What follows belongs to an exercise in optimizing a design on an open flow for small area; a production flow would make more cautious choices. Function was checked by simulation only, so behaviour that the tests miss may differ from the original. Power figures rest on the tool's default switching activity, not on a simulated workload.

// combine
module combine(led1, led2, led3, led4, led5, led6, l_red, l_blue, sw0, sw1, btn, clk, rst);
Size in the first run: roughly 710 cells after synthesis, about 86 flip-flops, ~52 I/O pins.
export LEC_CHECK = 0
export CAP_MARGIN = 20
export CORE_MARGIN = 2
export CORE_UTILIZATION = 40
export SLEW_MARGIN = 20
create_clock -name core_clock -period 8.0 [get_ports {clk}]
standard.sh (not shown) runs the stock make flow with config.mk's settings and CLKGATE_MAP_FILE= SYNTH_SCRIPT=/design/flow/synth_recipe.tcl, a recipe that flattens the netlist after the stock synthesis.
==> flow/flow/run.sh <==
#!/bin/bash
# Own layout flow: the standard layout (standard.sh), except that
# * synthesis maps the logic with an area-oriented ABC script (area.abc:
#   three rounds of a 200-second &deepsyn AIG optimisation, each followed
#   by &nf area mapping) and
#   without the platform's half/full adder cells. Synthesis is otherwise
#   the standard flow's own script (synth_recipe.tcl: synth -nofsm -noshare, flatten,
#   renames), so the registers keep the standard synthesis's names and cells;
# * every port still gets its buffer, but a small one (buf_1);
# * clock tree synthesis builds the tree from clkbuf_8 cells, without dummy loads.
set -euo pipefail
W=$PWD
F=$W/flow
export AREA_ABC_SCRIPT=$F/area.abc
make -C "$FLOW_HOME" DESIGN_CONFIG="$W/config.mk" WORK_HOME="$W/orfs" CLKGATE_MAP_FILE= \
  SYNTH_SCRIPT="$F/synth.tcl" ADDER_MAP_FILE= synth > "$W/synth.log" 2>&1
bash "$W/standard.sh" ADDER_MAP_FILE= \
  "BUFFER_PORTS_ARGS=-buffer_cell sky130_fd_sc_hd__buf_1" \
  "CTS_ARGS=-sink_clustering_enable -repair_clock_nets -dont_use_dummy_load -buf_list sky130_fd_sc_hd__clkbuf_8" \
  > "$W/layout.log" 2>&1
==> flow/flow/area.abc <==
strash
&get -n
&fraig -x
&deepsyn -T 200
&put
strash
&get -n
&dch -f
&nf -R 1000
&put
strash
&get -n
&deepsyn -T 200
&put
strash
&get -n
&dch -f
&nf -R 1000
&put
strash
&get -n
&deepsyn -T 200
&put
strash
&get -n
&dch -f
&nf -R 1000
&put
topo
==> flow/flow/synth.tcl <==
# synth_recipe.tcl with the final ABC mapping run on the script in $AREA_ABC_SCRIPT
proc synth {args} { yosys synth -nofsm -noshare {*}$args }
proc abc {args} {
  set i [lsearch -exact $args -script]
  if { $i >= 0 && [info exists ::env(AREA_ABC_SCRIPT)] } {
    set f [open $::env(AREA_ABC_SCRIPT) r]
    set s [string trim [read $f]]
    close $f
    lset args [expr { $i + 1 }] "+[join [split $s "\n"] ";"]"
  }
  yosys abc {*}$args
}
source $::env(SCRIPTS_DIR)/synth.tcl
# left out here: clear keep_hierarchy, flatten, clean up, hide names made inside functions, write 1_2_yosys.v
The baseline finished with timing, DRC and antenna clean.
==> next run, changes <==
--- a/flow/design.v
+++ b/flow/design.v
@@ -5,40 +5,39 @@
     input clk;
     output [6:0] led1, led2;
     output [6:0] led3, led4;
     output [6:0] led5, led6;
     output l_red, l_blue;
     reg [3:0] e0;
     reg [2:0] pc, pq;
     wire [3:0] pn = btn & ~e0;
     wire pn_one = (pn == 4'b0001) | (pn == 4'b0010) | (pn == 4'b0100) | (pn == 4'b1000);
     wire [1:0] pn_idx = {pn[3] | pn[2], pn[3] | pn[1]};
     wire [2:0] pn_code = pn_one ? {1'b1, pn_idx} : {2'b00, |pn};
     reg sw0_l, sw1_l;       
-    reg [1:0] cq;
-    reg [2:0] c5;
+    reg [4:0] cnt;          
     reg rph, bph;
     reg [2:0] rj, bj;
     reg [2:0] mode;
     reg sw1p;
     reg [4:0] hr;
     reg [5:0] mn, sc;
     reg [3:0] mm;
     reg [5:0] dd;
     reg [4:0] ahr;
     reg [5:0] amin;
     reg [4:0] ch;
     reg [5:0] cm, cs;
     reg cflag, tout;
-    wire enb = cq[1] & cq[0] & c5[1] & ~c5[0];      
+    wire enb = (cnt == 5'd2);      
     wire any = pq[2] | pq[0];
     wire b3 = pq[2] & pq[1] & pq[0];
     wire b2 = pq[2] & pq[1] & ~pq[0];
     wire b1 = pq[2] & ~pq[1] & pq[0];
     wire b0 = pq[2] & ~pq[1] & ~pq[0];
     wire md0 = (mode == 3'd0), md1 = (mode == 3'd1), md2 = (mode == 3'd2), md3 = (mode == 3'd3);
     wire al = sw0_l & (hr == ahr) & (mn == amin);
     function h23;  input [4:0] h; h23 = h[4] & h[2] & h[1] & h[0]; endfunction
     function m59;  input [5:0] m; m59 = m[5] & m[4] & m[3] & m[1] & m[0]; endfunction
     function [4:0] hinc; input [4:0] h; hinc = h23(h) ? 5'd0 : h + 5'd1; endfunction
     function [4:0] hdec; input [4:0] h; hdec = (h == 5'd0) ? 5'd23 : h - 5'd1; endfunction
     function [5:0] minc; input [5:0] m; minc = m59(m) ? 6'd0 : m + 6'd1; endfunction
@@ -89,43 +88,42 @@
     wire cz_s = (cs == 6'd0), cz_m = (cm == 6'd0), cz_h = (ch == 5'd0);
     wire dn = enb & cflag & ~(cz_s & cz_m & cz_h);
     wire [5:0] n_cs = dn ? (cz_s ? 6'd59 : cs - 6'd1) : (md3 & b1) ? m_inc : cs;
     wire [5:0] n_cm = (dn & cz_s) ? (cz_m ? 6'd59 : cm - 6'd1) : (md3 & b2) ? m_inc : cm;
     wire [4:0] n_ch = (dn & cz_s & cz_m) ? ch - 5'd1 : (md3 & b3) ? h_inc : ch;
     wire n_cflag = cflag ^ (md3 & b0);
     wire n_tout = enb ? (cflag & (tout | (cz_s & cz_m & cz_h))) : tout;
     wire [2:0] n_mode = (sw1_l != sw1p) ? ((mode >= 3'd5) ? 3'd0 : mode + 3'd1) : mode;
     always @(posedge clk) begin
         if (rst) begin
             e0 <= 4'd0; pc <= 3'd0; pq <= 3'd0;
             sw0_l <= 1'b0; sw1_l <= 1'b0;
-            cq <= 2'd0; c5 <= 3'd0;
+            cnt <= 5'd0;
             rph <= 1'b0; rj <= 3'd0; bph <= 1'b0; bj <= 3'd0;
             mode <= 3'd0; sw1p <= 1'b0;
             hr <= 5'd0; mn <= 6'd0; sc <= 6'd0;
             mm <= 4'd0; dd <= 6'd0;
             ahr <= 5'd0; amin <= 6'd0;
             ch <= 5'd0; cm <= 6'd0; cs <= 6'd0; cflag <= 1'b0; tout <= 1'b0;
         end else begin
             e0 <= btn; pc <= pn_code; pq <= pc;
             sw0_l <= sw0; sw1_l <= sw1;
-            cq <= {cq[0], ~cq[1]};
-            c5 <= c5[2] ? 3'd0 : c5 + 3'd1;
+            cnt <= (cnt >= 5'd19) ? 5'd0 : cnt + 5'd1;
             if (al) begin
-                rj <= {rj[1], rj[0], ~rj[2]};
-                rph <= rph ^ (~rj[2] & ~rj[0]);
+                rj <= (rj == 3'd5) ? 3'd0 : rj + 3'd1;
+                rph <= rph ^ (rj == 3'd0);
             end
             if (n_tout) begin
-                bj <= {bj[1], bj[0], ~bj[2]};
-                bph <= bph ^ (~bj[2] & ~bj[0]);
+                bj <= (bj == 3'd5) ? 3'd0 : bj + 3'd1;
+                bph <= bph ^ (bj == 3'd0);
             end
             mode <= n_mode; sw1p <= sw1_l;
             hr <= n_hr; mn <= n_mn; sc <= n_sc;
             mm <= n_mm; dd <= n_dd;
             ahr <= n_ahr; amin <= n_amin;
             ch <= n_ch; cm <= n_cm; cs <= n_cs; cflag <= n_cflag; tout <= n_tout;
         end
     end
     assign l_red  = rph;
     assign l_blue = bph;
     reg [5:0] v1, v2, v3;
     always @* begin
Outcome: The changed run finished clean; combinational power is lower by about 6%; sequential share of layout area hardly moves; worst hold slack improved by 0.021 ns; critical path depth fell by 1; non-clock buffer count does not change; via count went up by 1.9%; routed wire length went up by 2.8%; total power goes down by 5.0%; synthesized cell count increases by 1.3%; area after synthesis is about the same; first-iteration DRC count came out higher by 24%; worst setup slack improves by 0.24 ns; count of clock-buffer cells in the layout stays the same; flip-flop and latch count is unchanged.

==> separate check: timing with driven ports <==
No port has a modelled driver above. Below, the same layouts with a new extraction and two added sets of constraints. Step 1: set_driving_cell puts a clkbuf_16 on clk and a buf_2 on each other input, an assumption about the parent block. Step 2 also shifts input and output timing later by t, the mid clock arrival at the registers, as if the neighbouring blocks saw the same clock. Slacks: no drivers / after step 1 / after step 2; pairs: no drivers / after step 1.
| run | t, ns | setup WS [ns] | worst setup path at the end | clock arrival spread, ns | slew at the worst register clock pin (ns) |
|---|---|---|---|---|---|
| the first run | 0.407 | 1.697 / 1.663 / 2.070 | register to output | 0.026 / 0.027 | 0.09 / 0.09 |
| the second run | 0.404 | 1.939 / 1.903 / 2.307 | register to output | 0.029 / 0.029 | 0.09 / 0.09 |
After both steps setup and hold are still met in every run listed.
